Background: an optimization exercise with open tools, aiming at small area, a short achievable clock period and few clock cycles per item. Do not read the settings as production practice.
Where RTL was checked, it was by simulation tests only, not by an equivalence proof against the original.
For run 2, only the layout was checked, not whether the RTL still works.
Power and IR drop assume default switching activity.

==> design/flow/design.v <==
module wallace_multi (
    input clk,
    input rst,
    input [15:0] a,
    input [15:0] b,
    output reg [31:0] p,
    output reg done
);
    wire c225;
    wire c227;
    wire c229;
    wire c231;
    wire c233;
    wire c235;
    wire c237;
    wire c239;
    wire c241;
    wire c243;
    wire c245;
    wire c249;
    wire c251;
    wire c253;
    wire c255;
    wire c259;
    wire c261;
    wire c263;
    wire c268;
    wire c271;
    wire c273;
    wire c275;
    wire c277;
    wire c282;
    wire c284;
    wire c286;
    wire c288;
    wire c290;
    wire c295;
    wire c297;
    wire c299;
    wire c301;
    wire c303;
    wire c305;
    wire c310;
    wire c312;
    wire c314;
    wire c316;
    wire c318;
    wire c323;
    wire c327;
    wire c329;
    wire c331;
    wire c333;
    wire c335;
    wire c337;
    wire c342;
    wire c345;
    wire c347;
    wire c349;
    wire c351;
    wire c353;
    wire c355;
    wire c360;
    wire c363;
    wire c365;
    wire c367;
    wire c369;
    wire c371;
    wire c373;
    wire c378;
    wire c382;
    wire c384;
    wire c386;
    wire c388;
    wire c390;
    wire c392;
    wire c394;
    wire c399;
    wire c401;
    wire c403;
    wire c405;
    wire c407;
    wire c409;
    wire c411;
    wire c416;
    wire c419;
    wire c421;
    wire c423;
    wire c425;
    wire c427;
    wire c429;
    wire c434;
    wire c437;
    wire c439;
    wire c441;
    wire c443;
    wire c445;
    wire c450;
    wire c453;
    wire c455;
    wire c457;
    wire c459;
    wire c461;
    wire c466;
    wire c469;
    wire c471;
    wire c473;
    wire c475;
    wire c480;
    wire c483;
    wire c485;
    wire c487;
    wire c489;
    wire c494;
    wire c497;
    wire c499;
    wire c501;
    wire c503;
    wire c507;
    wire c509;
    wire c511;
    wire c513;
    wire c518;
    wire c520;
    wire c522;
    wire c527;
    wire c529;
    wire c531;
    wire c536;
    wire c538;
    wire c540;
    wire c542;
    wire c544;
    wire c546;
    wire c548;
    wire n1;
    wire n2;
    wire n3;
    wire n4;
    wire n5;
    wire n6;
    wire n7;
    wire n8;
    wire n9;
    wire n10;
    wire n11;
    wire n12;
    wire n13;
    wire n14;
    wire n15;
    wire n19;
    wire n22;
    wire n24;
    wire n26;
    wire n28;
    wire n30;
    wire n32;
    wire n34;
    wire n36;
    wire n38;
    wire n40;
    wire n42;
    wire n44;
    wire n46;
    wire n48;
    wire n50;
    wire n51;
    wire n52;
    wire n55;
    wire n57;
    wire n58;
    wire n59;
    wire n60;
    wire n61;
    wire n62;
    wire n63;
    wire n64;
    wire n65;
    wire n66;
    wire n67;
    wire n68;
    wire n69;
    wire n70;
    wire n71;
    wire n72;
    wire n73;
    wire n76;
    wire n78;
    wire n79;
    wire n80;
    wire n81;
    wire n82;
    wire n83;
    wire n84;
    wire n85;
    wire n86;
    wire n87;
    wire n88;
    wire n89;
    wire n90;
    wire n91;
    wire n92;
    wire n93;
    wire n94;
    wire n97;
    wire n99;
    wire n100;
    wire n101;
    wire n102;
    wire n103;
    wire n104;
    wire n105;
    wire n106;
    wire n107;
    wire n108;
    wire n109;
    wire n110;
    wire n111;
    wire n112;
    wire n113;
    wire n114;
    wire n115;
    wire n118;
    wire n120;
    wire n121;
    wire n122;
    wire n123;
    wire n124;
    wire n125;
    wire n126;
    wire n127;
    wire n128;
    wire n129;
    wire n130;
    wire n131;
    wire n132;
    wire n133;
    wire n134;
    wire n135;
    wire n136;
    wire n139;
    wire n141;
    wire n142;
    wire n143;
    wire n144;
    wire n145;
    wire n146;
    wire n147;
    wire n148;
    wire n149;
    wire n150;
    wire n151;
    wire n152;
    wire n153;
    wire n154;
    wire n155;
    wire n156;
    wire n157;
    wire n160;
    wire n162;
    wire n163;
    wire n164;
    wire n165;
    wire n166;
    wire n167;
    wire n168;
    wire n169;
    wire n170;
    wire n171;
    wire n172;
    wire n173;
    wire n174;
    wire n175;
    wire n176;
    wire n177;
    wire n178;
    wire n181;
    wire n183;
    wire n184;
    wire n185;
    wire n186;
    wire n187;
    wire n188;
    wire n189;
    wire n190;
    wire n191;
    wire n192;
    wire n193;
    wire n194;
    wire n195;
    wire n196;
    wire n197;
    wire n198;
    wire n199;
    wire n200;
    wire n201;
    wire n202;
    wire n203;
    wire n204;
    wire n205;
    wire n206;
    wire n207;
    wire n208;
    wire n209;
    wire n210;
    wire n211;
    wire n212;
    wire n213;
    wire n214;
    wire n215;
    wire n216;
    wire n217;
    wire n218;
    wire n219;
    wire n220;
    wire n221;
    wire n222;
    wire n223;
    wire n549;
    wire n550;
    wire n551;
    wire n552;
    wire n553;
    wire n554;
    wire n555;
    wire n556;
    wire n559;
    wire n560;
    wire n562;
    wire n563;
    wire n564;
    wire n565;
    wire n566;
    wire n567;
    wire n568;
    wire n569;
    wire n570;
    wire n571;
    wire n572;
    wire n573;
    wire n574;
    wire n575;
    wire n576;
    wire n577;
    wire n578;
    wire n579;
    wire n580;
    wire n581;
    wire n582;
    wire n583;
    wire n584;
    wire n585;
    wire n586;
    wire n587;
    wire n588;
    wire n589;
    wire n590;
    wire n591;
    wire n592;
    wire n593;
    wire n594;
    wire n595;
    wire n596;
    wire n597;
    wire n598;
    wire n599;
    wire n601;
    wire n602;
    wire n603;
    wire n604;
    wire n605;
    wire n606;
    wire n607;
    wire n608;
    wire n609;
    wire n610;
    wire n611;
    wire n612;
    wire n615;
    wire n617;
    wire n618;
    wire n619;
    wire n620;
    wire n621;
    wire n622;
    wire n623;
    wire n624;
    wire n625;
    wire n626;
    wire n627;
    wire n628;
    wire n629;
    wire n630;
    wire n631;
    wire n632;
    wire n633;
    wire n634;
    wire n635;
    wire n636;
    wire n637;
    wire n640;
    wire n641;
    wire n645;
    wire n647;
    wire n648;
    wire n649;
    wire n650;
    wire n651;
    wire n652;
    wire n653;
    wire n657;
    wire n659;
    wire n663;
    wire n665;
    wire n666;
    wire n667;
    wire n668;
    wire n669;
    wire n670;
    wire n671;
    wire n673;
    wire n675;
    wire n677;
    wire n679;
    wire n682;
    wire n683;
    wire n684;
    wire n685;
    wire n687;
    wire n689;
    wire n692;
    wire n693;
    wire n694;
    wire n695;
    wire n696;
    wire n697;
    wire n698;
    wire n699;
    wire n700;
    wire n701;
    wire n704;
    wire n705;
    wire n706;
    wire n707;
    wire n708;
    wire n709;
    wire n711;
    wire n713;
    wire n714;
    wire n715;
    wire n718;
    wire n719;
    wire n722;
    wire n723;
    wire n726;
    wire n727;
    wire n728;
    wire n729;
    wire n730;
    wire n731;
    wire n732;
    wire n733;
    wire n734;
    wire n735;
    wire n736;
    wire n737;
    wire n740;
    wire n741;
    wire n743;
    wire n744;
    wire n747;
    wire n748;
    wire n751;
    wire n752;
    wire n755;
    wire n756;
    wire n759;
    wire n760;
    wire n763;
    wire n764;
    wire n767;
    wire n768;
    wire n771;
    wire n772;
    wire n775;
    wire n776;
    wire n777;
    wire n778;
    wire n779;
    wire n780;
    wire n781;
    wire n782;
    wire n783;
    wire n784;
    wire n785;
    wire n786;
    wire n787;
    wire n788;
    wire n790;
    wire n791;
    wire n793;
    wire n794;
    wire n796;
    wire n797;
    wire n799;
    wire n800;
    wire n802;
    wire n803;
    wire n805;
    wire n806;
    wire n808;
    wire n809;
    wire n811;
    wire n812;
    wire n814;
    wire n815;
    wire n817;
    reg r16;
    reg r17;
    reg r18;
    reg r20;
    reg r21;
    reg r23;
    reg r25;
    reg r27;
    reg r29;
    reg r31;
    reg r33;
    reg r35;
    reg r37;
    reg r39;
    reg r41;
    reg r43;
    reg r45;
    reg r47;
    reg r49;
    reg r53;
    reg r54;
    reg r56;
    reg r74;
    reg r75;
    reg r77;
    reg r95;
    reg r96;
    reg r98;
    reg r116;
    reg r117;
    reg r119;
    reg r137;
    reg r138;
    reg r140;
    reg r158;
    reg r159;
    reg r161;
    reg r179;
    reg r180;
    reg r182;
    reg r246;
    reg r247;
    reg r256;
    reg r257;
    reg r264;
    reg r265;
    reg r266;
    reg r269;
    reg r278;
    reg r279;
    reg r280;
    reg r291;
    reg r292;
    reg r293;
    reg r306;
    reg r307;
    reg r308;
    reg r319;
    reg r320;
    reg r321;
    reg r324;
    reg r325;
    reg r338;
    reg r339;
    reg r340;
    reg r343;
    reg r356;
    reg r357;
    reg r358;
    reg r361;
    reg r374;
    reg r375;
    reg r376;
    reg r379;
    reg r380;
    reg r395;
    reg r396;
    reg r397;
    reg r412;
    reg r413;
    reg r414;
    reg r417;
    reg r430;
    reg r431;
    reg r432;
    reg r435;
    reg r446;
    reg r447;
    reg r448;
    reg r451;
    reg r462;
    reg r463;
    reg r464;
    reg r467;
    reg r476;
    reg r477;
    reg r478;
    reg r481;
    reg r490;
    reg r491;
    reg r492;
    reg r495;
    reg r504;
    reg r505;
    reg r514;
    reg r515;
    reg r516;
    reg r523;
    reg r524;
    reg r525;
    reg r532;
    reg r533;
    reg r534;
    reg r557;
    reg r558;
    reg r561;
    reg r600;
    reg r613;
    reg r614;
    reg r616;
    reg r638;
    reg r639;
    reg r642;
    reg r643;
    reg r644;
    reg r646;
    reg r654;
    reg r655;
    reg r656;
    reg r658;
    reg r660;
    reg r661;
    reg r662;
    reg r664;
    reg r672;
    reg r674;
    reg r676;
    reg r678;
    reg r680;
    reg r681;
    reg r686;
    reg r688;
    reg r690;
    reg r691;
    reg r702;
    reg r703;
    reg r710;
    reg r712;
    reg r716;
    reg r717;
    reg r720;
    reg r721;
    reg r724;
    reg r725;
    reg r738;
    reg r739;
    reg r742;
    reg r745;
    reg r746;
    reg r749;
    reg r750;
    reg r753;
    reg r754;
    reg r757;
    reg r758;
    reg r761;
    reg r762;
    reg r765;
    reg r766;
    reg r769;
    reg r770;
    reg r773;
    reg r774;
    reg r789;
    reg r792;
    reg r795;
    reg r798;
    reg r801;
    reg r804;
    reg r807;
    reg r810;
    reg r813;
    reg r816;
    reg r818;
    reg r819;
    reg r820;
    reg r821;
    reg r822;
    reg r823;
    reg r824;
    reg r825;
    reg r826;
    reg r827;
    reg r828;
    reg r829;
    reg r830;
    reg r831;
    reg r832;
    reg r833;
    wire s224;
    wire s226;
    wire s228;
    wire s230;
    wire s232;
    wire s234;
    wire s236;
    wire s238;
    wire s240;
    wire s242;
    wire s244;
    wire s248;
    wire s250;
    wire s252;
    wire s254;
    wire s258;
    wire s260;
    wire s262;
    wire s267;
    wire s270;
    wire s272;
    wire s274;
    wire s276;
    wire s281;
    wire s283;
    wire s285;
    wire s287;
    wire s289;
    wire s294;
    wire s296;
    wire s298;
    wire s300;
    wire s302;
    wire s304;
    wire s309;
    wire s311;
    wire s313;
    wire s315;
    wire s317;
    wire s322;
    wire s326;
    wire s328;
    wire s330;
    wire s332;
    wire s334;
    wire s336;
    wire s341;
    wire s344;
    wire s346;
    wire s348;
    wire s350;
    wire s352;
    wire s354;
    wire s359;
    wire s362;
    wire s364;
    wire s366;
    wire s368;
    wire s370;
    wire s372;
    wire s377;
    wire s381;
    wire s383;
    wire s385;
    wire s387;
    wire s389;
    wire s391;
    wire s393;
    wire s398;
    wire s400;
    wire s402;
    wire s404;
    wire s406;
    wire s408;
    wire s410;
    wire s415;
    wire s418;
    wire s420;
    wire s422;
    wire s424;
    wire s426;
    wire s428;
    wire s433;
    wire s436;
    wire s438;
    wire s440;
    wire s442;
    wire s444;
    wire s449;
    wire s452;
    wire s454;
    wire s456;
    wire s458;
    wire s460;
    wire s465;
    wire s468;
    wire s470;
    wire s472;
    wire s474;
    wire s479;
    wire s482;
    wire s484;
    wire s486;
    wire s488;
    wire s493;
    wire s496;
    wire s498;
    wire s500;
    wire s502;
    wire s506;
    wire s508;
    wire s510;
    wire s512;
    wire s517;
    wire s519;
    wire s521;
    wire s526;
    wire s528;
    wire s530;
    wire s535;
    wire s537;
    wire s539;
    wire s541;
    wire s543;
    wire s545;
    wire s547;
    assign n1 = b[1] & ~b[0];
    assign n2 = b[2] ^ b[1];
    assign n3 = (b[3] & ~b[2] & ~b[1]) | (~b[3] & b[2] & b[1]);
    assign n4 = b[4] ^ b[3];
    assign n5 = (b[5] & ~b[4] & ~b[3]) | (~b[5] & b[4] & b[3]);
    assign n6 = b[6] ^ b[5];
    assign n7 = (b[7] & ~b[6] & ~b[5]) | (~b[7] & b[6] & b[5]);
    assign n8 = b[8] ^ b[7];
    assign n9 = (b[9] & ~b[8] & ~b[7]) | (~b[9] & b[8] & b[7]);
    assign n10 = b[10] ^ b[9];
    assign n11 = (b[11] & ~b[10] & ~b[9]) | (~b[11] & b[10] & b[9]);
    assign n12 = b[12] ^ b[11];
    assign n13 = (b[13] & ~b[12] & ~b[11]) | (~b[13] & b[12] & b[11]);
    assign n14 = b[14] ^ b[13];
    assign n15 = (b[15] & ~b[14] & ~b[13]) | (~b[15] & b[14] & b[13]);
    always @(posedge clk) begin
        r16 <= b[0];
        r17 <= a[0];
        r18 <= b[1];
        r20 <= a[1];
        r21 <= n1;
        r23 <= a[2];
        r25 <= a[3];
        r27 <= a[4];
        r29 <= a[5];
        r31 <= a[6];
        r33 <= a[7];
        r35 <= a[8];
        r37 <= a[9];
        r39 <= a[10];
        r41 <= a[11];
        r43 <= a[12];
        r45 <= a[13];
        r47 <= a[14];
        r49 <= a[15];
        r53 <= n2;
        r54 <= b[3];
        r56 <= n3;
        r74 <= n4;
        r75 <= b[5];
        r77 <= n5;
        r95 <= n6;
        r96 <= b[7];
        r98 <= n7;
        r116 <= n8;
        r117 <= b[9];
        r119 <= n9;
        r137 <= n10;
        r138 <= b[11];
        r140 <= n11;
        r158 <= n12;
        r159 <= b[13];
        r161 <= n13;
        r179 <= n14;
        r180 <= b[15];
        r182 <= n15;
    end
    assign n19 = (r16 & r17) ^ r18;
    mbs un22 (.one(r16), .a1(r20), .two(r21), .a0(r17), .neg(r18), .x(n22));
    mbs un24 (.one(r16), .a1(r23), .two(r21), .a0(r20), .neg(r18), .x(n24));
    mbs un26 (.one(r16), .a1(r25), .two(r21), .a0(r23), .neg(r18), .x(n26));
    mbs un28 (.one(r16), .a1(r27), .two(r21), .a0(r25), .neg(r18), .x(n28));
    mbs un30 (.one(r16), .a1(r29), .two(r21), .a0(r27), .neg(r18), .x(n30));
    mbs un32 (.one(r16), .a1(r31), .two(r21), .a0(r29), .neg(r18), .x(n32));
    mbs un34 (.one(r16), .a1(r33), .two(r21), .a0(r31), .neg(r18), .x(n34));
    mbs un36 (.one(r16), .a1(r35), .two(r21), .a0(r33), .neg(r18), .x(n36));
    mbs un38 (.one(r16), .a1(r37), .two(r21), .a0(r35), .neg(r18), .x(n38));
    mbs un40 (.one(r16), .a1(r39), .two(r21), .a0(r37), .neg(r18), .x(n40));
    mbs un42 (.one(r16), .a1(r41), .two(r21), .a0(r39), .neg(r18), .x(n42));
    mbs un44 (.one(r16), .a1(r43), .two(r21), .a0(r41), .neg(r18), .x(n44));
    mbs un46 (.one(r16), .a1(r45), .two(r21), .a0(r43), .neg(r18), .x(n46));
    mbs un48 (.one(r16), .a1(r47), .two(r21), .a0(r45), .neg(r18), .x(n48));
    mbs un50 (.one(r16), .a1(r49), .two(r21), .a0(r47), .neg(r18), .x(n50));
    assign n51 = (r21 & r49) ^ r18;
    assign n52 = ~r18;
    assign n55 = (r53 & r17) ^ r54;
    mbs un57 (.one(r53), .a1(r20), .two(r56), .a0(r17), .neg(r54), .x(n57));
    mbs un58 (.one(r53), .a1(r23), .two(r56), .a0(r20), .neg(r54), .x(n58));
    mbs un59 (.one(r53), .a1(r25), .two(r56), .a0(r23), .neg(r54), .x(n59));
    mbs un60 (.one(r53), .a1(r27), .two(r56), .a0(r25), .neg(r54), .x(n60));
    mbs un61 (.one(r53), .a1(r29), .two(r56), .a0(r27), .neg(r54), .x(n61));
    mbs un62 (.one(r53), .a1(r31), .two(r56), .a0(r29), .neg(r54), .x(n62));
    mbs un63 (.one(r53), .a1(r33), .two(r56), .a0(r31), .neg(r54), .x(n63));
    mbs un64 (.one(r53), .a1(r35), .two(r56), .a0(r33), .neg(r54), .x(n64));
    mbs un65 (.one(r53), .a1(r37), .two(r56), .a0(r35), .neg(r54), .x(n65));
    mbs un66 (.one(r53), .a1(r39), .two(r56), .a0(r37), .neg(r54), .x(n66));
    mbs un67 (.one(r53), .a1(r41), .two(r56), .a0(r39), .neg(r54), .x(n67));
    mbs un68 (.one(r53), .a1(r43), .two(r56), .a0(r41), .neg(r54), .x(n68));
    mbs un69 (.one(r53), .a1(r45), .two(r56), .a0(r43), .neg(r54), .x(n69));
    mbs un70 (.one(r53), .a1(r47), .two(r56), .a0(r45), .neg(r54), .x(n70));
    mbs un71 (.one(r53), .a1(r49), .two(r56), .a0(r47), .neg(r54), .x(n71));
    assign n72 = (r56 & r49) ^ r54;
    assign n73 = ~r54;
    assign n76 = (r74 & r17) ^ r75;
    mbs un78 (.one(r74), .a1(r20), .two(r77), .a0(r17), .neg(r75), .x(n78));
    mbs un79 (.one(r74), .a1(r23), .two(r77), .a0(r20), .neg(r75), .x(n79));
    mbs un80 (.one(r74), .a1(r25), .two(r77), .a0(r23), .neg(r75), .x(n80));
    mbs un81 (.one(r74), .a1(r27), .two(r77), .a0(r25), .neg(r75), .x(n81));
    mbs un82 (.one(r74), .a1(r29), .two(r77), .a0(r27), .neg(r75), .x(n82));
    mbs un83 (.one(r74), .a1(r31), .two(r77), .a0(r29), .neg(r75), .x(n83));
    mbs un84 (.one(r74), .a1(r33), .two(r77), .a0(r31), .neg(r75), .x(n84));
    mbs un85 (.one(r74), .a1(r35), .two(r77), .a0(r33), .neg(r75), .x(n85));
    mbs un86 (.one(r74), .a1(r37), .two(r77), .a0(r35), .neg(r75), .x(n86));
    mbs un87 (.one(r74), .a1(r39), .two(r77), .a0(r37), .neg(r75), .x(n87));
    mbs un88 (.one(r74), .a1(r41), .two(r77), .a0(r39), .neg(r75), .x(n88));
    mbs un89 (.one(r74), .a1(r43), .two(r77), .a0(r41), .neg(r75), .x(n89));
    mbs un90 (.one(r74), .a1(r45), .two(r77), .a0(r43), .neg(r75), .x(n90));
    mbs un91 (.one(r74), .a1(r47), .two(r77), .a0(r45), .neg(r75), .x(n91));
    mbs un92 (.one(r74), .a1(r49), .two(r77), .a0(r47), .neg(r75), .x(n92));
    assign n93 = (r77 & r49) ^ r75;
    assign n94 = ~r75;
    assign n97 = (r95 & r17) ^ r96;
    mbs un99 (.one(r95), .a1(r20), .two(r98), .a0(r17), .neg(r96), .x(n99));
    mbs un100 (.one(r95), .a1(r23), .two(r98), .a0(r20), .neg(r96), .x(n100));
    mbs un101 (.one(r95), .a1(r25), .two(r98), .a0(r23), .neg(r96), .x(n101));
    mbs un102 (.one(r95), .a1(r27), .two(r98), .a0(r25), .neg(r96), .x(n102));
    mbs un103 (.one(r95), .a1(r29), .two(r98), .a0(r27), .neg(r96), .x(n103));
    mbs un104 (.one(r95), .a1(r31), .two(r98), .a0(r29), .neg(r96), .x(n104));
    mbs un105 (.one(r95), .a1(r33), .two(r98), .a0(r31), .neg(r96), .x(n105));
    mbs un106 (.one(r95), .a1(r35), .two(r98), .a0(r33), .neg(r96), .x(n106));
    mbs un107 (.one(r95), .a1(r37), .two(r98), .a0(r35), .neg(r96), .x(n107));
    mbs un108 (.one(r95), .a1(r39), .two(r98), .a0(r37), .neg(r96), .x(n108));
    mbs un109 (.one(r95), .a1(r41), .two(r98), .a0(r39), .neg(r96), .x(n109));
    mbs un110 (.one(r95), .a1(r43), .two(r98), .a0(r41), .neg(r96), .x(n110));
    mbs un111 (.one(r95), .a1(r45), .two(r98), .a0(r43), .neg(r96), .x(n111));
    mbs un112 (.one(r95), .a1(r47), .two(r98), .a0(r45), .neg(r96), .x(n112));
    mbs un113 (.one(r95), .a1(r49), .two(r98), .a0(r47), .neg(r96), .x(n113));
    assign n114 = (r98 & r49) ^ r96;
    assign n115 = ~r96;
    assign n118 = (r116 & r17) ^ r117;
    mbs un120 (.one(r116), .a1(r20), .two(r119), .a0(r17), .neg(r117), .x(n120));
    mbs un121 (.one(r116), .a1(r23), .two(r119), .a0(r20), .neg(r117), .x(n121));
    mbs un122 (.one(r116), .a1(r25), .two(r119), .a0(r23), .neg(r117), .x(n122));
    mbs un123 (.one(r116), .a1(r27), .two(r119), .a0(r25), .neg(r117), .x(n123));
    mbs un124 (.one(r116), .a1(r29), .two(r119), .a0(r27), .neg(r117), .x(n124));
    mbs un125 (.one(r116), .a1(r31), .two(r119), .a0(r29), .neg(r117), .x(n125));
    mbs un126 (.one(r116), .a1(r33), .two(r119), .a0(r31), .neg(r117), .x(n126));
    mbs un127 (.one(r116), .a1(r35), .two(r119), .a0(r33), .neg(r117), .x(n127));
    mbs un128 (.one(r116), .a1(r37), .two(r119), .a0(r35), .neg(r117), .x(n128));
    mbs un129 (.one(r116), .a1(r39), .two(r119), .a0(r37), .neg(r117), .x(n129));
    mbs un130 (.one(r116), .a1(r41), .two(r119), .a0(r39), .neg(r117), .x(n130));
    mbs un131 (.one(r116), .a1(r43), .two(r119), .a0(r41), .neg(r117), .x(n131));
    mbs un132 (.one(r116), .a1(r45), .two(r119), .a0(r43), .neg(r117), .x(n132));
    mbs un133 (.one(r116), .a1(r47), .two(r119), .a0(r45), .neg(r117), .x(n133));
    mbs un134 (.one(r116), .a1(r49), .two(r119), .a0(r47), .neg(r117), .x(n134));
    assign n135 = (r119 & r49) ^ r117;
    assign n136 = ~r117;
    assign n139 = (r137 & r17) ^ r138;
    mbs un141 (.one(r137), .a1(r20), .two(r140), .a0(r17), .neg(r138), .x(n141));
    mbs un142 (.one(r137), .a1(r23), .two(r140), .a0(r20), .neg(r138), .x(n142));
    mbs un143 (.one(r137), .a1(r25), .two(r140), .a0(r23), .neg(r138), .x(n143));
    mbs un144 (.one(r137), .a1(r27), .two(r140), .a0(r25), .neg(r138), .x(n144));
    mbs un145 (.one(r137), .a1(r29), .two(r140), .a0(r27), .neg(r138), .x(n145));
    mbs un146 (.one(r137), .a1(r31), .two(r140), .a0(r29), .neg(r138), .x(n146));
    mbs un147 (.one(r137), .a1(r33), .two(r140), .a0(r31), .neg(r138), .x(n147));
    mbs un148 (.one(r137), .a1(r35), .two(r140), .a0(r33), .neg(r138), .x(n148));
    mbs un149 (.one(r137), .a1(r37), .two(r140), .a0(r35), .neg(r138), .x(n149));
    mbs un150 (.one(r137), .a1(r39), .two(r140), .a0(r37), .neg(r138), .x(n150));
    mbs un151 (.one(r137), .a1(r41), .two(r140), .a0(r39), .neg(r138), .x(n151));
    mbs un152 (.one(r137), .a1(r43), .two(r140), .a0(r41), .neg(r138), .x(n152));
    mbs un153 (.one(r137), .a1(r45), .two(r140), .a0(r43), .neg(r138), .x(n153));
    mbs un154 (.one(r137), .a1(r47), .two(r140), .a0(r45), .neg(r138), .x(n154));
    mbs un155 (.one(r137), .a1(r49), .two(r140), .a0(r47), .neg(r138), .x(n155));
    assign n156 = (r140 & r49) ^ r138;
    assign n157 = ~r138;
    assign n160 = (r158 & r17) ^ r159;
    mbs un162 (.one(r158), .a1(r20), .two(r161), .a0(r17), .neg(r159), .x(n162));
    mbs un163 (.one(r158), .a1(r23), .two(r161), .a0(r20), .neg(r159), .x(n163));
    mbs un164 (.one(r158), .a1(r25), .two(r161), .a0(r23), .neg(r159), .x(n164));
    mbs un165 (.one(r158), .a1(r27), .two(r161), .a0(r25), .neg(r159), .x(n165));
    mbs un166 (.one(r158), .a1(r29), .two(r161), .a0(r27), .neg(r159), .x(n166));
    mbs un167 (.one(r158), .a1(r31), .two(r161), .a0(r29), .neg(r159), .x(n167));
    mbs un168 (.one(r158), .a1(r33), .two(r161), .a0(r31), .neg(r159), .x(n168));
    mbs un169 (.one(r158), .a1(r35), .two(r161), .a0(r33), .neg(r159), .x(n169));
    mbs un170 (.one(r158), .a1(r37), .two(r161), .a0(r35), .neg(r159), .x(n170));
    mbs un171 (.one(r158), .a1(r39), .two(r161), .a0(r37), .neg(r159), .x(n171));
    mbs un172 (.one(r158), .a1(r41), .two(r161), .a0(r39), .neg(r159), .x(n172));
    mbs un173 (.one(r158), .a1(r43), .two(r161), .a0(r41), .neg(r159), .x(n173));
    mbs un174 (.one(r158), .a1(r45), .two(r161), .a0(r43), .neg(r159), .x(n174));
    mbs un175 (.one(r158), .a1(r47), .two(r161), .a0(r45), .neg(r159), .x(n175));
    mbs un176 (.one(r158), .a1(r49), .two(r161), .a0(r47), .neg(r159), .x(n176));
    assign n177 = (r161 & r49) ^ r159;
    assign n178 = ~r159;
    assign n181 = (r179 & r17) ^ r180;
    mbs un183 (.one(r179), .a1(r20), .two(r182), .a0(r17), .neg(r180), .x(n183));
    mbs un184 (.one(r179), .a1(r23), .two(r182), .a0(r20), .neg(r180), .x(n184));
    mbs un185 (.one(r179), .a1(r25), .two(r182), .a0(r23), .neg(r180), .x(n185));
    mbs un186 (.one(r179), .a1(r27), .two(r182), .a0(r25), .neg(r180), .x(n186));
    mbs un187 (.one(r179), .a1(r29), .two(r182), .a0(r27), .neg(r180), .x(n187));
    mbs un188 (.one(r179), .a1(r31), .two(r182), .a0(r29), .neg(r180), .x(n188));
    mbs un189 (.one(r179), .a1(r33), .two(r182), .a0(r31), .neg(r180), .x(n189));
    mbs un190 (.one(r179), .a1(r35), .two(r182), .a0(r33), .neg(r180), .x(n190));
    mbs un191 (.one(r179), .a1(r37), .two(r182), .a0(r35), .neg(r180), .x(n191));
    mbs un192 (.one(r179), .a1(r39), .two(r182), .a0(r37), .neg(r180), .x(n192));
    mbs un193 (.one(r179), .a1(r41), .two(r182), .a0(r39), .neg(r180), .x(n193));
    mbs un194 (.one(r179), .a1(r43), .two(r182), .a0(r41), .neg(r180), .x(n194));
    mbs un195 (.one(r179), .a1(r45), .two(r182), .a0(r43), .neg(r180), .x(n195));
    mbs un196 (.one(r179), .a1(r47), .two(r182), .a0(r45), .neg(r180), .x(n196));
    mbs un197 (.one(r179), .a1(r49), .two(r182), .a0(r47), .neg(r180), .x(n197));
    assign n198 = (r182 & r49) ^ r180;
    assign n199 = ~r180;
    assign n200 = r180 & r17;
    assign n201 = r180 & r20;
    assign n202 = r180 & r23;
    assign n203 = r180 & r25;
    assign n204 = r180 & r27;
    assign n205 = r180 & r29;
    assign n206 = r180 & r31;
    assign n207 = r180 & r33;
    assign n208 = r180 & r35;
    assign n209 = r180 & r37;
    assign n210 = r180 & r39;
    assign n211 = r180 & r41;
    assign n212 = r180 & r43;
    assign n213 = r180 & r45;
    assign n214 = r180 & r47;
    assign n215 = r180 & r49;
    assign n216 = ~n201;
    assign n217 = ~n201;
    assign n218 = ~n204;
    assign n219 = ~n206;
    assign n220 = ~n208;
    assign n221 = ~n210;
    assign n222 = ~n212;
    assign n223 = ~n214;
    mha us224 (.a(r54), .b(n24), .s(s224), .co(c225));
    mha us226 (.a(n26), .b(n57), .s(s226), .co(c227));
    mfa us228 (.a(r75), .b(n28), .c(n58), .s(s228), .co(c229));
    mha us230 (.a(n76), .b(c227), .s(s230), .co(c231));
    mfa us232 (.a(n30), .b(n59), .c(n78), .s(s232), .co(c233));
    mfa us234 (.a(c229), .b(s232), .c(c231), .s(s234), .co(c235));
    mfa us236 (.a(r96), .b(n32), .c(n60), .s(s236), .co(c237));
    mfa us238 (.a(n79), .b(n97), .c(c233), .s(s238), .co(c239));
    mha us240 (.a(s236), .b(s238), .s(s240), .co(c241));
    mfa us242 (.a(n34), .b(n61), .c(n80), .s(s242), .co(c243));
    mfa us244 (.a(n99), .b(c237), .c(s242), .s(s244), .co(c245));
    mfa us250 (.a(r117), .b(n36), .c(n62), .s(s250), .co(c251));
    mfa us252 (.a(n81), .b(n100), .c(n118), .s(s252), .co(c253));
    mfa us254 (.a(c243), .b(s250), .c(s252), .s(s254), .co(c255));
    mfa us260 (.a(n38), .b(n63), .c(n82), .s(s260), .co(c261));
    mfa us262 (.a(n101), .b(n120), .c(c251), .s(s262), .co(c263));
    mfa us272 (.a(r138), .b(n40), .c(n64), .s(s272), .co(c273));
    mfa us274 (.a(n83), .b(n102), .c(n121), .s(s274), .co(c275));
    mfa us276 (.a(n139), .b(c261), .c(s272), .s(s276), .co(c277));
    mfa us285 (.a(n42), .b(n65), .c(n84), .s(s285), .co(c286));
    mfa us287 (.a(n103), .b(n122), .c(n141), .s(s287), .co(c288));
    mfa us289 (.a(c273), .b(c275), .c(s285), .s(s289), .co(c290));
    mfa us298 (.a(r159), .b(n44), .c(n66), .s(s298), .co(c299));
    mfa us300 (.a(n85), .b(n104), .c(n123), .s(s300), .co(c301));
    mfa us302 (.a(n142), .b(n160), .c(c286), .s(s302), .co(c303));
    mfa us304 (.a(c288), .b(s298), .c(s300), .s(s304), .co(c305));
    mfa us313 (.a(n46), .b(n67), .c(n86), .s(s313), .co(c314));
    mfa us315 (.a(n105), .b(n124), .c(n143), .s(s315), .co(c316));
    mfa us317 (.a(n162), .b(c299), .c(c301), .s(s317), .co(c318));
    mfa us330 (.a(r180), .b(n48), .c(n68), .s(s330), .co(c331));
    mfa us332 (.a(n87), .b(n106), .c(n125), .s(s332), .co(c333));
    mfa us334 (.a(n144), .b(n163), .c(n181), .s(s334), .co(c335));
    mfa us336 (.a(c314), .b(c316), .c(s330), .s(s336), .co(c337));
    mfa us348 (.a(n50), .b(n69), .c(n88), .s(s348), .co(c349));
    mfa us350 (.a(n107), .b(n126), .c(n145), .s(s350), .co(c351));
    mfa us352 (.a(n164), .b(n183), .c(c331), .s(s352), .co(c353));
    mfa us354 (.a(c333), .b(c335), .c(s348), .s(s354), .co(c355));
    mfa us366 (.a(n200), .b(n51), .c(n70), .s(s366), .co(c367));
    mfa us368 (.a(n89), .b(n108), .c(n127), .s(s368), .co(c369));
    mfa us370 (.a(n146), .b(n165), .c(n184), .s(s370), .co(c371));
    mfa us372 (.a(c349), .b(c351), .c(s366), .s(s372), .co(c373));
    mfa us385 (.a(n52), .b(n216), .c(n71), .s(s385), .co(c386));
    mfa us387 (.a(n90), .b(n109), .c(n128), .s(s387), .co(c388));
    mfa us389 (.a(n147), .b(n166), .c(n185), .s(s389), .co(c390));
    mfa us391 (.a(c367), .b(c369), .c(c371), .s(s391), .co(c392));
    mfa us393 (.a(s385), .b(s387), .c(s389), .s(s393), .co(c394));
    mfa us402 (.a(n202), .b(n217), .c(n72), .s(s402), .co(c403));
    mfa us404 (.a(n91), .b(n110), .c(n129), .s(s404), .co(c405));
    mfa us406 (.a(n148), .b(n167), .c(n186), .s(s406), .co(c407));
    mfa us408 (.a(c386), .b(c388), .c(c390), .s(s408), .co(c409));
    mfa us410 (.a(s402), .b(s404), .c(s406), .s(s410), .co(c411));
    mfa us420 (.a(n73), .b(n203), .c(n201), .s(s420), .co(c421));
    mfa us422 (.a(s420), .b(n92), .c(n111), .s(s422), .co(c423));
    mfa us424 (.a(n130), .b(n149), .c(n168), .s(s424), .co(c425));
    mfa us426 (.a(n187), .b(c403), .c(c405), .s(s426), .co(c427));
    mfa us428 (.a(c407), .b(s422), .c(s424), .s(s428), .co(c429));
    mfa us438 (.a(n218), .b(c421), .c(n93), .s(s438), .co(c439));
    mfa us440 (.a(n112), .b(n131), .c(n150), .s(s440), .co(c441));
    mfa us442 (.a(n169), .b(n188), .c(c423), .s(s442), .co(c443));
    mfa us444 (.a(c425), .b(s438), .c(s440), .s(s444), .co(c445));
    mfa us454 (.a(n94), .b(n205), .c(n204), .s(s454), .co(c455));
    mfa us456 (.a(s454), .b(n113), .c(n132), .s(s456), .co(c457));
    mfa us458 (.a(n151), .b(n170), .c(n189), .s(s458), .co(c459));
    mfa us460 (.a(c439), .b(c441), .c(s456), .s(s460), .co(c461));
    mfa us470 (.a(n219), .b(c455), .c(n114), .s(s470), .co(c471));
    mfa us472 (.a(n133), .b(n152), .c(n171), .s(s472), .co(c473));
    mfa us474 (.a(n190), .b(c457), .c(c459), .s(s474), .co(c475));
    mfa us484 (.a(n115), .b(n207), .c(n206), .s(s484), .co(c485));
    mfa us486 (.a(s484), .b(n134), .c(n153), .s(s486), .co(c487));
    mfa us488 (.a(n172), .b(n191), .c(c471), .s(s488), .co(c489));
    mfa us498 (.a(n220), .b(c485), .c(n135), .s(s498), .co(c499));
    mfa us500 (.a(n154), .b(n173), .c(n192), .s(s500), .co(c501));
    mfa us502 (.a(c487), .b(s498), .c(s500), .s(s502), .co(c503));
    mfa us508 (.a(n136), .b(n209), .c(n208), .s(s508), .co(c509));
    mfa us510 (.a(s508), .b(n155), .c(n174), .s(s510), .co(c511));
    mfa us512 (.a(n193), .b(c499), .c(c501), .s(s512), .co(c513));
    mfa us519 (.a(n221), .b(c509), .c(n156), .s(s519), .co(c520));
    mfa us521 (.a(n175), .b(n194), .c(c511), .s(s521), .co(c522));
    mfa us528 (.a(n157), .b(n211), .c(n210), .s(s528), .co(c529));
    mfa us530 (.a(s528), .b(n176), .c(n195), .s(s530), .co(c531));
    mfa us537 (.a(n222), .b(c529), .c(n177), .s(s537), .co(c538));
    mfa us539 (.a(n196), .b(c531), .c(s537), .s(s539), .co(c540));
    mfa us541 (.a(n178), .b(n213), .c(n212), .s(s541), .co(c542));
    mfa us543 (.a(s541), .b(n197), .c(c538), .s(s543), .co(c544));
    mfa us545 (.a(n223), .b(c542), .c(n198), .s(s545), .co(c546));
    mfa us547 (.a(n199), .b(n215), .c(n214), .s(s547), .co(c548));
    assign n549 = n19 & r18;
    assign n550 = n19 ^ r18;
    assign n551 = n55 & s224;
    assign n552 = n55 ^ s224;
    assign n553 = c225 & s226;
    assign n554 = c225 ^ s226;
    assign n555 = s228 & s230;
    assign n556 = s228 ^ s230;
    assign n603 = c540 & s543;
    assign n604 = c540 ^ s543;
    assign n605 = c544 & s545;
    assign n606 = c544 ^ s545;
    assign n607 = c546 & s547;
    assign n608 = c546 ^ s547;
    assign n609 = n22 & n549;
    assign n610 = n22 & n550;
    assign n611 = n553 | (n554 & n551);
    assign n612 = n554 & n552;
    assign n648 = n611 | (n612 & n609);
    assign n649 = n612 & n610;
    assign n728 = n551 | (n552 & n609);
    assign n729 = n552 & n610;
    assign n777 = n22 ^ n549;
    assign n778 = n552 ^ n609;
    assign n779 = n554 ^ n728;
    always @(posedge clk) begin
        r246 <= c239;
        r247 <= s244;
        r256 <= c245;
        r257 <= s254;
        r264 <= c253;
        r265 <= s260;
        r266 <= c255;
        r269 <= s262;
        r278 <= s274;
        r279 <= c263;
        r280 <= s276;
        r291 <= s287;
        r292 <= c277;
        r293 <= s289;
        r306 <= c290;
        r307 <= s302;
        r308 <= s304;
        r319 <= s313;
        r320 <= s315;
        r321 <= c303;
        r324 <= c305;
        r325 <= s317;
        r338 <= s332;
        r339 <= s334;
        r340 <= c318;
        r343 <= s336;
        r356 <= s350;
        r357 <= c337;
        r358 <= s352;
        r361 <= s354;
        r374 <= s368;
        r375 <= s370;
        r376 <= c353;
        r379 <= c355;
        r380 <= s372;
        r395 <= c373;
        r396 <= s391;
        r397 <= s393;
        r412 <= c392;
        r413 <= c394;
        r414 <= s408;
        r417 <= s410;
        r430 <= c409;
        r431 <= c411;
        r432 <= s426;
        r435 <= s428;
        r446 <= c427;
        r447 <= c429;
        r448 <= s442;
        r451 <= s444;
        r462 <= s458;
        r463 <= c443;
        r464 <= c445;
        r467 <= s460;
        r476 <= s470;
        r477 <= s472;
        r478 <= c461;
        r481 <= s474;
        r490 <= c473;
        r491 <= s486;
        r492 <= c475;
        r495 <= s488;
        r504 <= c489;
        r505 <= s502;
        r514 <= s510;
        r515 <= c503;
        r516 <= s512;
        r523 <= s519;
        r524 <= c513;
        r525 <= s521;
        r532 <= c520;
        r533 <= s530;
        r534 <= c522;
        r557 <= c235;
        r558 <= s240;
        r561 <= c241;
        r600 <= s539;
        r613 <= s234;
        r614 <= n555;
        r616 <= n556;
        r638 <= n603;
        r639 <= n604;
        r642 <= n607;
        r643 <= n608;
        r644 <= n605;
        r646 <= n606;
        r672 <= n648;
        r674 <= n649;
        r818 <= n550;
        r820 <= n777;
        r822 <= n778;
        r824 <= n779;
    end
    mha us248 (.a(r246), .b(r247), .s(s248), .co(c249));
    mha us258 (.a(r256), .b(r257), .s(s258), .co(c259));
    mfa us267 (.a(r264), .b(r265), .c(r266), .s(s267), .co(c268));
    mha us270 (.a(r269), .b(c259), .s(s270), .co(c271));
    mfa us281 (.a(r278), .b(r279), .c(r280), .s(s281), .co(c282));
    mfa us283 (.a(c268), .b(s281), .c(c271), .s(s283), .co(c284));
    mfa us294 (.a(r291), .b(r292), .c(r293), .s(s294), .co(c295));
    mha us296 (.a(c282), .b(s294), .s(s296), .co(c297));
    mfa us309 (.a(r306), .b(r307), .c(r308), .s(s309), .co(c310));
    mha us311 (.a(c295), .b(s309), .s(s311), .co(c312));
    mfa us322 (.a(r319), .b(r320), .c(r321), .s(s322), .co(c323));
    mfa us326 (.a(r324), .b(r325), .c(c310), .s(s326), .co(c327));
    mha us328 (.a(s322), .b(c312), .s(s328), .co(c329));
    mfa us341 (.a(r338), .b(r339), .c(r340), .s(s341), .co(c342));
    mfa us344 (.a(r343), .b(c323), .c(s341), .s(s344), .co(c345));
    mfa us346 (.a(c327), .b(s344), .c(c329), .s(s346), .co(c347));
    mfa us359 (.a(r356), .b(r357), .c(r358), .s(s359), .co(c360));
    mfa us362 (.a(r361), .b(c342), .c(s359), .s(s362), .co(c363));
    mha us364 (.a(c345), .b(s362), .s(s364), .co(c365));
    mfa us377 (.a(r374), .b(r375), .c(r376), .s(s377), .co(c378));
    mfa us381 (.a(r379), .b(r380), .c(c360), .s(s381), .co(c382));
    mfa us383 (.a(s377), .b(c363), .c(s381), .s(s383), .co(c384));
    mfa us398 (.a(r395), .b(r396), .c(r397), .s(s398), .co(c399));
    mfa us400 (.a(c378), .b(s398), .c(c382), .s(s400), .co(c401));
    mfa us415 (.a(r412), .b(r413), .c(r414), .s(s415), .co(c416));
    mfa us418 (.a(r417), .b(c399), .c(s415), .s(s418), .co(c419));
    mfa us433 (.a(r430), .b(r431), .c(r432), .s(s433), .co(c434));
    mfa us436 (.a(r435), .b(c416), .c(s433), .s(s436), .co(c437));
    mfa us449 (.a(r446), .b(r447), .c(r448), .s(s449), .co(c450));
    mfa us452 (.a(r451), .b(c434), .c(s449), .s(s452), .co(c453));
    mfa us465 (.a(r462), .b(r463), .c(r464), .s(s465), .co(c466));
    mfa us468 (.a(r467), .b(c450), .c(s465), .s(s468), .co(c469));
    mfa us479 (.a(r476), .b(r477), .c(r478), .s(s479), .co(c480));
    mfa us482 (.a(r481), .b(c466), .c(s479), .s(s482), .co(c483));
    mfa us493 (.a(r490), .b(r491), .c(r492), .s(s493), .co(c494));
    mfa us496 (.a(r495), .b(c480), .c(s493), .s(s496), .co(c497));
    mfa us506 (.a(r504), .b(r505), .c(c494), .s(s506), .co(c507));
    mfa us517 (.a(r514), .b(r515), .c(r516), .s(s517), .co(c518));
    mfa us526 (.a(r523), .b(r524), .c(r525), .s(s526), .co(c527));
    mfa us535 (.a(r532), .b(r533), .c(r534), .s(s535), .co(c536));
    assign n559 = r557 & r558;
    assign n560 = r557 ^ r558;
    assign n562 = r561 & s248;
    assign n563 = r561 ^ s248;
    assign n564 = c249 & s258;
    assign n565 = c249 ^ s258;
    assign n566 = s267 & s270;
    assign n567 = s267 ^ s270;
    assign n568 = c284 & s296;
    assign n569 = c284 ^ s296;
    assign n570 = c297 & s311;
    assign n571 = c297 ^ s311;
    assign n572 = s326 & s328;
    assign n573 = s326 ^ s328;
    assign n574 = c347 & s364;
    assign n575 = c347 ^ s364;
    assign n576 = c365 & s383;
    assign n577 = c365 ^ s383;
    assign n578 = c384 & s400;
    assign n579 = c384 ^ s400;
    assign n580 = c401 & s418;
    assign n581 = c401 ^ s418;
    assign n582 = c419 & s436;
    assign n583 = c419 ^ s436;
    assign n584 = c437 & s452;
    assign n585 = c437 ^ s452;
    assign n586 = c453 & s468;
    assign n587 = c453 ^ s468;
    assign n588 = c469 & s482;
    assign n589 = c469 ^ s482;
    assign n590 = c483 & s496;
    assign n591 = c483 ^ s496;
    assign n592 = c497 & s506;
    assign n593 = c497 ^ s506;
    assign n594 = c507 & s517;
    assign n595 = c507 ^ s517;
    assign n596 = c518 & s526;
    assign n597 = c518 ^ s526;
    assign n598 = c527 & s535;
    assign n599 = c527 ^ s535;
    assign n601 = c536 & r600;
    assign n602 = c536 ^ r600;
    assign n615 = r613 & r614;
    assign n617 = r613 & r616;
    assign n618 = n562 | (n563 & n559);
    assign n619 = n563 & n560;
    assign n620 = n566 | (n567 & n564);
    assign n621 = n567 & n565;
    assign n622 = n569 & s283;
    assign n623 = n572 | (n573 & n570);
    assign n624 = n573 & n571;
    assign n625 = n575 & s346;
    assign n626 = n578 | (n579 & n576);
    assign n627 = n579 & n577;
    assign n628 = n582 | (n583 & n580);
    assign n629 = n583 & n581;
    assign n630 = n586 | (n587 & n584);
    assign n631 = n587 & n585;
    assign n632 = n590 | (n591 & n588);
    assign n633 = n591 & n589;
    assign n634 = n594 | (n595 & n592);
    assign n635 = n595 & n593;
    assign n636 = n598 | (n599 & n596);
    assign n637 = n599 & n597;
    assign n640 = r638 | (r639 & n601);
    assign n641 = r639 & n602;
    assign n645 = r642 | (r643 & r644);
    assign n647 = r643 & r646;
    assign n650 = n618 | (n619 & n615);
    assign n651 = n619 & n617;
    assign n652 = n568 | (n622 & n620);
    assign n653 = n622 & n621;
    assign n666 = n632 | (n633 & n630);
    assign n667 = n633 & n631;
    assign n668 = n636 | (n637 & n634);
    assign n669 = n637 & n635;
    assign n670 = n645 | (n647 & n640);
    assign n671 = n647 & n641;
    assign n673 = n650 | (n651 & r672);
    assign n675 = n651 & r674;
    assign n684 = n670 | (n671 & n668);
    assign n685 = n671 & n669;
    assign n698 = n652 | (n653 & n673);
    assign n699 = n653 & n675;
    assign n706 = n615 | (n617 & r672);
    assign n707 = n617 & r674;
    assign n708 = n620 | (n621 & n673);
    assign n709 = n621 & n675;
    assign n730 = r614 | (r616 & r672);
    assign n731 = r616 & r674;
    assign n732 = n559 | (n560 & n706);
    assign n733 = n560 & n707;
    assign n734 = n564 | (n565 & n673);
    assign n735 = n565 & n675;
    assign n736 = s283 & n708;
    assign n737 = s283 & n709;
    assign n780 = r616 ^ r672;
    assign n781 = r613 ^ n730;
    assign n782 = n560 ^ n706;
    assign n783 = n563 ^ n732;
    assign n784 = n565 ^ n673;
    assign n785 = n567 ^ n734;
    assign n786 = s283 ^ n708;
    assign n787 = n569 ^ n736;
    always @(posedge clk) begin
        r654 <= n574;
        r655 <= n625;
        r656 <= n623;
        r658 <= n624;
        r660 <= n628;
        r661 <= n629;
        r662 <= n626;
        r664 <= n627;
        r676 <= n652;
        r678 <= n653;
        r680 <= n666;
        r681 <= n667;
        r686 <= n673;
        r688 <= n675;
        r690 <= n684;
        r691 <= n685;
        r702 <= n668;
        r703 <= n669;
        r710 <= n698;
        r712 <= n699;
        r716 <= n630;
        r717 <= n631;
        r720 <= n634;
        r721 <= n635;
        r724 <= n640;
        r725 <= n641;
        r738 <= n570;
        r739 <= n571;
        r742 <= s346;
        r745 <= n576;
        r746 <= n577;
        r749 <= n580;
        r750 <= n581;
        r753 <= n584;
        r754 <= n585;
        r757 <= n588;
        r758 <= n589;
        r761 <= n592;
        r762 <= n593;
        r765 <= n596;
        r766 <= n597;
        r769 <= n601;
        r770 <= n602;
        r773 <= r644;
        r774 <= r646;
        r789 <= n573;
        r792 <= n575;
        r795 <= n579;
        r798 <= n583;
        r801 <= n587;
        r804 <= n591;
        r807 <= n595;
        r810 <= n599;
        r813 <= r639;
        r816 <= r643;
        r819 <= r818;
        r821 <= r820;
        r823 <= r822;
        r825 <= r824;
        r826 <= n780;
        r827 <= n781;
        r828 <= n782;
        r829 <= n783;
        r830 <= n784;
        r831 <= n785;
        r832 <= n786;
        r833 <= n787;
    end
    assign n657 = r654 | (r655 & r656);
    assign n659 = r655 & r658;
    assign n663 = r660 | (r661 & r662);
    assign n665 = r661 & r664;
    assign n677 = n657 | (n659 & r676);
    assign n679 = n659 & r678;
    assign n682 = r680 | (r681 & n663);
    assign n683 = r681 & n665;
    assign n687 = n677 | (n679 & r686);
    assign n689 = n679 & r688;
    assign n692 = r690 | (r691 & n682);
    assign n693 = r691 & n683;
    assign n694 = n692 | (n693 & n687);
    assign n695 = n693 & n689;
    assign n696 = n682 | (n683 & n687);
    assign n697 = n683 & n689;
    assign n700 = n663 | (n665 & n687);
    assign n701 = n665 & n689;
    assign n704 = r702 | (r703 & n696);
    assign n705 = r703 & n697;
    assign n711 = r656 | (r658 & r710);
    assign n713 = r658 & r712;
    assign n714 = r662 | (r664 & n687);
    assign n715 = r664 & n689;
    assign n718 = r716 | (r717 & n700);
    assign n719 = r717 & n701;
    assign n722 = r720 | (r721 & n696);
    assign n723 = r721 & n697;
    assign n726 = r724 | (r725 & n704);
    assign n727 = r725 & n705;
    assign n740 = r738 | (r739 & r710);
    assign n741 = r739 & r712;
    assign n743 = r742 & n711;
    assign n744 = r742 & n713;
    assign n747 = r745 | (r746 & n687);
    assign n748 = r746 & n689;
    assign n751 = r749 | (r750 & n714);
    assign n752 = r750 & n715;
    assign n755 = r753 | (r754 & n700);
    assign n756 = r754 & n701;
    assign n759 = r757 | (r758 & n718);
    assign n760 = r758 & n719;
    assign n763 = r761 | (r762 & n696);
    assign n764 = r762 & n697;
    assign n767 = r765 | (r766 & n722);
    assign n768 = r766 & n723;
    assign n771 = r769 | (r770 & n704);
    assign n772 = r770 & n705;
    assign n775 = r773 | (r774 & n726);
    assign n776 = r774 & n727;
    assign n788 = r739 ^ r710;
    assign n790 = r789 ^ n740;
    assign n791 = r742 ^ n711;
    assign n793 = r792 ^ n743;
    assign n794 = r746 ^ n687;
    assign n796 = r795 ^ n747;
    assign n797 = r750 ^ n714;
    assign n799 = r798 ^ n751;
    assign n800 = r754 ^ n700;
    assign n802 = r801 ^ n755;
    assign n803 = r758 ^ n718;
    assign n805 = r804 ^ n759;
    assign n806 = r762 ^ n696;
    assign n808 = r807 ^ n763;
    assign n809 = r766 ^ n722;
    assign n811 = r810 ^ n767;
    assign n812 = r770 ^ n704;
    assign n814 = r813 ^ n771;
    assign n815 = r774 ^ n726;
    assign n817 = r816 ^ n775;
    always @(posedge clk) p <= {n817, n815, n814, n812, n811, n809, n808, n806, n805, n803, n802, n800, n799, n797, n796, n794, n793, n791, n790, n788, r833, r832, r831, r830, r829, r828, r827, r826, r825, r823, r821, r819};
    reg [2:0] v;
    always @(posedge clk or negedge rst) begin
        if (!rst) begin
            v <= 3'b0;
            done <= 1'b0;
        end else begin
            v <= {v[1:0], 1'b1};
            done <= v[2];
        end
    end
endmodule
module mfa (input a, input b, input c, output s, output co);
    assign s = a ^ b ^ c;
    assign co = (a & b) | (a & c) | (b & c);
endmodule
module mha (input a, input b, output s, output co);
    assign s = a ^ b;
    assign co = a & b;
endmodule
module mbs (input one, input a1, input two, input a0, input neg, output x);
    wire m;
    ma22o u0 (.a(one), .b(a1), .c(two), .d(a0), .y(m));
    mxor u1 (.a(m), .b(neg), .y(x));
endmodule
module ma22o (input a, input b, input c, input d, output y);
    assign y = (a & b) | (c & d);
endmodule
module mxor (input a, input b, output y);
    assign y = a ^ b;
endmodule
==> design/flow/flow/run.sh <==
#!/bin/bash
set -euo pipefail
export BUFFER_PORTS_ARGS="-buffer_cell sky130_fd_sc_hd__buf_1"
bash standard.sh finish > orfs_make.log 2>&1
==> design/flow/standard.sh <==
#!/bin/bash
# synth_recipe.tcl (not shown) runs the flow's synth.tcl, then flattens the netlist and writes it again
# the make line also repeats each setting of config.mk as NAME=value (left out here)
make -C /OpenROAD-flow-scripts/flow DESIGN_CONFIG=/design/flow/config.mk WORK_HOME=/design/flow/orfs CLKGATE_MAP_FILE= SYNTH_SCRIPT=/design/flow/synth_recipe.tcl "${@:-finish}"
==> design/flow/config.mk <==
export PLATFORM = sky130hd
export DESIGN_NAME = wallace_multi
export DESIGN_NICKNAME = wallace_multi
export VERILOG_FILES = /design/flow/design.v
export SDC_FILE = /design/flow/constraint.sdc
export NUM_CORES = 4
export LEC_CHECK = 0
export CAP_MARGIN = 20
export CORE_MARGIN = 2
export CORE_UTILIZATION = 40
export CTS_BUF_LIST = sky130_fd_sc_hd__clkbuf_8
export CTS_CLUSTER_DIAMETER = 100
export CTS_CLUSTER_SIZE = 20
export SETUP_SLACK_MARGIN = 1.8
export SLEW_MARGIN = 20
export SYNTH_HIERARCHICAL = 1
==> design/flow/constraint.sdc <==
create_clock -name core_clock -period 4.0 [get_ports {clk}]
set_input_delay 0.8000 -clock core_clock [delete_from_list [all_inputs] [get_ports {clk}]]
set_output_delay 0.8000 -clock core_clock [all_outputs]
set_load 0.01 [all_outputs]
==> impl_metrics.yaml, run 1 <==
setup_path:
  reg2reg_slack_ns: 1.79
  rr_endpoint: "r435$_DFF_P_"
  critical_path.top_delay_family: "adder cells"
  crit_buf_inv: 2
  cp_common_cell: "fa_1"
  cp.required_ns: 4.39
  crit_path_cell_trace: "buf_6 > nand2_2 > inv_2 > fa_2 > fa_1 > fa_1"
  cpPeakStageDelay_ns: 0.52
  cp_slowest_cell: "fa_2"
  reg2reg_from: "r20$_DFF_P_"
  startpoint_type: "flop"
  crit_type: "reg2reg"
  critPathCaptureType: "flop"
  crit_fanout: 10
  r2r_cells: 6
  cp.arrival_ns: 2.60
detailed_routing:
  wl_per_cell_um: 18.0
  drc: 0
  routed_wl_um: 22800
  ant_nets: 0
  drtPass1Iterations: 5
  via_per_inst: 5.02
  vias: 6370
  dr.first_iter.drc_count: 427
timing:
  setup_viol: 0
  max_freq_mhz: 453
  maxSlewViolCount: 0
  period_minus_slack_ns: 2.21
  fin_skew_ns: 0.0239
  hold_viol: 0
  fin_crit_sh_pct: 55.2
  rsz0062_at_grt: "true"
  tns_ns: 0
power:
  vdd_drop_max_uv: 362
  p_leak_nw: 5.19
  powerDensity_nw_per_um2: 741
floorplanning:
  rows: 60
  die_h_um: 168
  ioPinCount: 67
  core_area_um2: 26700
  die_area_um2: 28300
  die_w_um: 168
  start_util_pct: 40.4
clock_network:
  cts_buffers: 15
  h-tree-depth: 1
  clk_latency_ns: 0.52
  clockRootBuffer: "clkbuf_8"
  clk_pin_slew_worst_paths_ns: 0.11
  cts.sinks: 229
  cts_max_path_buffers: 3
  ctsHoldBuffers: 0
  tritoncts: "yes"
synth:
  synth.avg_cell_area_um2: 13.2
  ys_types: 32
  ys_warn_count: 7
  postSynth.asyncResetShare_pct: 1.75
  dominantRegCellSynth: "dfxtp_1"
  yosys.area.top_type: "dfxtp_1"
  synth_top_area_share_pct: 41.7
  synthTopCellsByCount: "dfxtp_1 (225), xor2_1 (133), a22o_1 (120), fa_1 (118), ha_1 (51)"
  ys_seq_elements: 229
  synthTopCellsByArea: "dfxtp_1 (42%), fa_1 (22%), xor2_1 (11%)"
  yosysSeqAreaShare_pct: 42.7
  mappedNetlistArea_um2: 10800
  synth_edf_count: 0
  yosysMostFrequentCell: "dfxtp_1"
  synthCells: 816
  mappedNetlistNets: 1019
final_layout:
  regMostFlops: "p"
  top_regs: "p x32, v x3"
  antenna_cells: 0
  final_core_utilization_pct: 45.5
  multiInputGateArea_um2: 6190
  syn2layout_area_growth_pct: 12.7
  layout.nets: 1128
  largest_register_ffs: 32
  fillCellCount: 2451
  seqCellArea_um2: 4710
  drive_gt1_share_pct: 12.7
global_routing:
  grtUsageTotal_pct: 16.7
  antenna_found_initial: 0
  grt_max_degree: 22
  grt_first_pass_wirelength_um: 37400
  grt_pass1_vias: 6727
  grt_overflow_total: 0
placement:
  place.gp.congestion: 0.843
  dp_hpwl_um: 15800
  io_buffer_count: 66
run_status:
  outcome: "complete, no violations"
job:
  drv_cap: 0
min_path:
  hold_class: "in2async"
[metal layers]
layer	up-vias	track usage, %	wire, µm	part of all wire (%)
met5	-	0	0	0
met4	0	5.28	514	2.3
met3	28	2.42	1320	5.8
met2	168	26.7	10500	46
met1	3174	23.6	10500	46
li1	3000	-	-	-
[Yosys stat by module, one instance, submodules excluded, excerpt]
module / area, µm² / flops+latches
ma22o: 8.76 / 0
mfa: 20.0 / 0
mha: 12.5 / 0
mxor: 8.76 / 0
wallace_multi: 6250 / 229
[repair_timing]
action	4_1_cts	5_1_grt
gates resized for setup	52	20
buffers inserted	11	14
pin swaps	3	7
endpoints found under the setup margin	56	18
[how the worst max path moves through the flow]
stage / start / endpoint / slack, ns / cells after the start
final: r20$_DFF_P_ / r435$_DFF_P_ / 1.79 / 6
after detailed placement: r138$_DFF_P_ / r639$_DFF_P_ / 1.48 / 5
after floorplan: r180$_DFF_P_ / r435$_DFF_P_ / 1.62 / 7
after global routing: r41$_DFF_P_ / r639$_DFF_P_ / 1.72 / 5
after global placement: r138$_DFF_P_ / r639$_DFF_P_ / 1.50 / 5
after CTS: r356$_DFF_P_ / r664$_DFF_P_ / 1.77 / 5
[report_power, final]
part           internal, mW  switching, mW  leakage [nW]
sequential             3.30          0.470          1.95
clock                 0.416          0.691         0.137
combinational          2.08           2.05          3.10
total                  5.80           3.21          5.19
[logic make-up after synthesis]
family / after synthesis / synth area share, %
flip-flops: 229 / 42.7
other: 1 / 0.0347
AO/OA/AOI/OAI: 159 / 12.2
XOR/XNOR: 159 / 12.9
adder cells (fa/ha/maj): 169 / 27.8
buffers and inverters: 21 / 0.754
AND/OR/NAND/NOR: 78 / 3.67
[placed cells by master (no fill, tap or decap), types with 3 or more instances in the layout]
cell / netlist / final
dfxtp_1: 225 / 181
xor2_1: 133 / 133
a22o_1: 120 / 120
fa_1: 118 / 104
buf_1: 0 / 66
ha_1: 51 / 49
xnor2_1: 26 / 26
nand2_1: 28 / 25
buf_4: 0 / 25
dfxtp_2: 0 / 23
dfxtp_4: 0 / 21
a21o_1: 17 / 17
inv_1: 17 / 16
and2_1: 16 / 15
clkbuf_8: 0 / 15
fa_2: 0 / 14
nor2_1: 11 / 11
nand2b_1: 8 / 8
o21ai_0: 8 / 8
nand3b_1: 7 / 7
a21oi_1: 6 / 6
dfrtp_1: 4 / 4
inv_2: 0 / 3
[through the flow]
step	instances	worst slack [ns]	hold WS, ns	total power, mW	instance area (µm²)
final	1268	1.79	0.104	9.01	12200
after global routing	1268	1.72	0.0888	10.0	12200
after CTS	1254	1.77	0.0666	9.13	12000
after detailed placement	1224	1.48	0.312	7.82	11500
after global placement	1224	1.50	0.310	7.74	11500
after floorplan	816	1.62	0.310	6.56	10900
[final cells by class]
cell class / count / area share [%]
multi-input cells: 566 / 50.9
inverters: 17 / 0.525
repair buffers: 96 / 4.28
clock buffers: 15 / 1.70
clock inverters: 4 / 0.381
flip-flops and latches: 229 / 38.7
well taps: 341 / 3.51
Testbench counts, summed over its fixed seeds: cycles 16,024, items 16,000.
==> run 2, diff against run 1 <==
--- a/design/flow/design.v
+++ b/design/flow/design.v
@@ -1576,10 +1576,10 @@
     wire m;
-    ma22o u0 (.a(one), .b(a1), .c(two), .d(a0), .y(m));
-    mxor u1 (.a(m), .b(neg), .y(x));
+    ma22oi u0 (.a(one), .b(a1), .c(two), .d(a0), .y(m));
+    mxnor u1 (.a(m), .b(neg), .y(x));
 endmodule
-module ma22o (input a, input b, input c, input d, output y);
-    assign y = (a & b) | (c & d);
+module ma22oi (input a, input b, input c, input d, output y);
+    assign y = ~((a & b) | (c & d));
 endmodule
-module mxor (input a, input b, output y);
-    assign y = a ^ b;
+module mxnor (input a, input b, output y);
+    assign y = ~(a ^ b);
 endmodule
==> design/flow/flow/run.sh (replaced) <==
#!/bin/bash
set -euo pipefail
export BUFFER_PORTS_ARGS="-buffer_cell sky130_fd_sc_hd__buf_1"
bash standard.sh ABC_LOAD_IN_FF=1 finish > orfs_make.log 2>&1
--- a/design/flow/config.mk
+++ b/design/flow/config.mk
@@ -11,4 +11,4 @@
 export CTS_BUF_LIST = sky130_fd_sc_hd__clkbuf_8
-export CTS_CLUSTER_DIAMETER = 100
-export CTS_CLUSTER_SIZE = 20
+export CTS_CLUSTER_DIAMETER = 80
+export CTS_CLUSTER_SIZE = 16
 export SETUP_SLACK_MARGIN = 1.8
==> impl_metrics.yaml, run 2 <==
run_status:
  outcome: "complete, no violations"
final_layout:
  largest_register_ffs: 32
  top_regs: "p x32, v x3"
  syn2layout_area_growth_pct: 14.1
  layout_commonest_cell: "dfxtp_1"
  drive_gt1_share_pct: 13.9
  seqCellArea_um2: 4710
  multiInputGateArea_um2: 6060
  regMostFlops: "p"
  final_cell_mix: "dfxtp_1 (183), xnor2_1 (146), a22oi_1 (120)"
  layout.nets: 1138
  antenna_cells: 0
  fillCellCount: 2381
detailed_routing:
  drtPass1Iterations: 9
  dr.first_iter.drc_count: 494
  wl_per_cell_um: 18.1
  routed_wl_um: 23100
  via_per_inst: 5.10
  drc: 0
  vias: 6494
  ant_nets: 0
floorplanning:
  die_area_um2: 27900
  die_h_um: 167
  start_util_pct: 40.8
  core_area_um2: 26100
  rows: 59
  die_w_um: 167
  ioPinCount: 67
min_path:
  hold_class: "in2async"
timing:
  tns_ns: 0
  holdWs_ns: 0.0789
  hold_viol: 0
  max_freq_mhz: 444
  fin_crit_sh_pct: 56.3
  maxSlewViolCount: 0
  rsz0062_at_grt: "true"
  fin_skew_ns: 0.0305
  setup_viol: 0
  period_minus_slack_ns: 2.25
synth:
  ys_types: 33
  synthTopCellsByCount: "dfxtp_1 (225), xnor2_1 (146), a22oi_1 (120), fa_1 (118), ha_1 (51)"
  synthMuxAreaShare_pct: 0
  synth_compound_area_share_pct: 11.0
  yosys.area.top_type: "dfxtp_1"
  synth_top_area_share_pct: 42.3
  mappedNetlistNets: 1018
  synthXorXnorAreaFrac_pct: 13.1
  ys_warn_count: 7
  synth_top_family_by_area: "adder cells"
  mappedNetlistArea_um2: 10600
  synth_simple_gate_area_share_pct: 3.73
  postSynth.asyncResetShare_pct: 1.75
  synth_edf_count: 0
  yosysMostFrequentCell: "dfxtp_1"
  yosysSeqAreaShare_pct: 43.3
  synthCells: 815
  dominantRegCellSynth: "dfxtp_1"
  ys_seq_elements: 229
  synth.avg_cell_area_um2: 13.1
  synthTopCellsByArea: "dfxtp_1 (42%), fa_1 (22%), xnor2_1 (12%)"
  synth_adder_area_share_pct: 28.2
placement:
  dp_hpwl_um: 15800
  io_buffer_count: 66
  place.gp.congestion: 0.847
global_routing:
  grt_overflow_total: 0
  grt_first_pass_wirelength_um: 37800
  antenna_found_initial: 0
  grt_pass1_vias: 6838
  grt_max_degree: 20
  grtUsageTotal_pct: 16.9
clock_network:
  clk_latency_ns: 0.54
  tritoncts: "yes"
  cts.sinks: 229
  cts_buffers: 18
  h-tree-depth: 1
  clockRootBuffer: "clkbuf_8"
  cts_max_path_buffers: 3
  clk_pin_slew_worst_paths_ns: 0.11
setup_path:
  crit_type: "reg2reg"
  cp.arrival_ns: 2.66
  crit_fanout: 6
  critPathCaptureType: "flop"
  startpoint_type: "flop"
  reg2reg_slack_ns: 1.75
  cp.required_ns: 4.40
job:
  drv_cap: 0
power:
  p_leak_nw: 4.77
  vdd_drop_max_uv: 321
  powerDensity_nw_per_um2: 746
run 2: cell types whose count changed after synthesis:
cell     previous run  this run
xor2_1            133        13
xnor2_1            26       146
buf_2               2         1
a22oi_1             0       120
a21oi_2             1         2
and2_1             16         2
and2_0              0        14
a21oi_1             6         5
a22o_1            120         0
run 2: Yosys stat by module, one instance, submodules excluded, excerpt:
module / cell area, µm² / flops+latches / copies in the design / cells inside
wallace_multi: 6250 / 229 / 1 / 449
mfa: 20.0 / 0 / 115 / 1
mha: 12.5 / 0 / 11 / 1
mxnor: 8.76 / 0 / 120 / 1
ma22oi: 7.51 / 0 / 120 / 1
run 2: kinds of logic after synthesis:
| kind of cell | Yosys count |
|---|---|
| AO/OA/AOI/OAI | 159 |
| buffers and inverters | 20 |
| adder cells (fa/ha/maj) | 169 |
| other | 1 |
| AND/OR/NAND/NOR | 78 |
| flip-flops | 229 |
| XOR/XNOR | 159 |
run 2: final cells by class:
cell class,instances,share of cell area [%]
clock buffers,19,2.15
clock inverters,4,0.381
inverters,17,0.525
multi-input cells,566,49.9
flip-flops and latches,229,38.8
well taps,335,3.45
repair buffers,103,4.78
run 2: path summary, 6_finish.rpt:
check,start,to,cells after the start
setup / recovery,r180$_DFF_P_,r467$_DFF_P_,6
hold / removal,rst,v[1]$_DFF_PN0_,1
setup reg to reg,r180$_DFF_P_,r467$_DFF_P_,6
hold reg to reg,r820$_DFF_P_,r821$_DFF_P_,0
max in group asynchronous,rst,v[2]$_DFF_PN0_,1
min in group core_clock,r820$_DFF_P_,r821$_DFF_P_,0
run 2: where the power goes:
group          leakage [nW]  internal, mW  total, mW  switching, mW
logic                  2.65          2.04       4.07           2.04
registers              1.95          3.30       3.77          0.475
clock network         0.166         0.501       1.21          0.714
run 2: metal layers:
| metal | share of wire, % | GRT usage, % | vias to the layer above |
|---|---|---|---|
| met4 | 2.8 | 5.32 | 0 |
| met1 | 45 | 24.5 | 3197 |
| met5 | 0 | 0 | - |
| met2 | 45 | 26.1 | 234 |
| met3 | 7.0 | 2.77 | 43 |
| li1 | - | - | 3020 |
run 2: worst max-delay path, cell delays in order (launching register included):
cell	delay (ns)
dfxtp_4	0.44
buf_6	0.16
nand2_4	0.06
inv_2	0.05
fa_1	0.44
fa_2	0.56
fa_1	0.40
run 2: repair_timing:
action | CTS | global route
resized for setup | 52 | 24
hold buffers | 0 | 0
pin swaps | 4 | 5
endpoints found under the setup margin | 67 | 21
setup buffers | 17 | 17
run 2: per-stage QoR:
step | cells | utilization [%] | total power [mW] | setup slack [ns] | instance area, µm²
final | 1273 | 46.6 | 9.06 | 1.75 | 12100
after global routing | 1273 | 46.6 | 10.1 | 1.73 | 12100
after CTS | 1256 | 45.9 | 9.26 | 1.74 | 11900
after detailed placement | 1216 | 43.6 | 7.82 | 1.47 | 11400
after global placement | 1216 | 43.6 | 7.75 | 1.55 | 11400
after floorplan | 815 | - | 6.57 | 1.69 | 10700

-- afterwards: timing with drivers on the ports --
Ports are ideal in the flow. The routed layouts listed here were re-timed in OpenROAD.
Step 1 assumes that a clkbuf_16 drives the clock port and a buf_2 every other input.
Step 2 times the ports against the registers' clock, not the clock port: input delays grow and output delays shrink by t, the midpoint of the rising clock arrivals with the driver on.
a / b / c = ideal / step 1 / step 2; a / b = the first two.
| run | t, ns | setup slack, ns | hold WS [ns] |
|---|---|---|---|
| run 1 | 0.548 | 1.792 / 1.792 / 1.792 | 0.104 / 0.083 / 0.337 |
| run 2 | 0.568 | 1.747 / 1.747 / 1.747 | 0.079 / 0.059 / 0.324 |
After both steps every run listed still meets setup and hold.
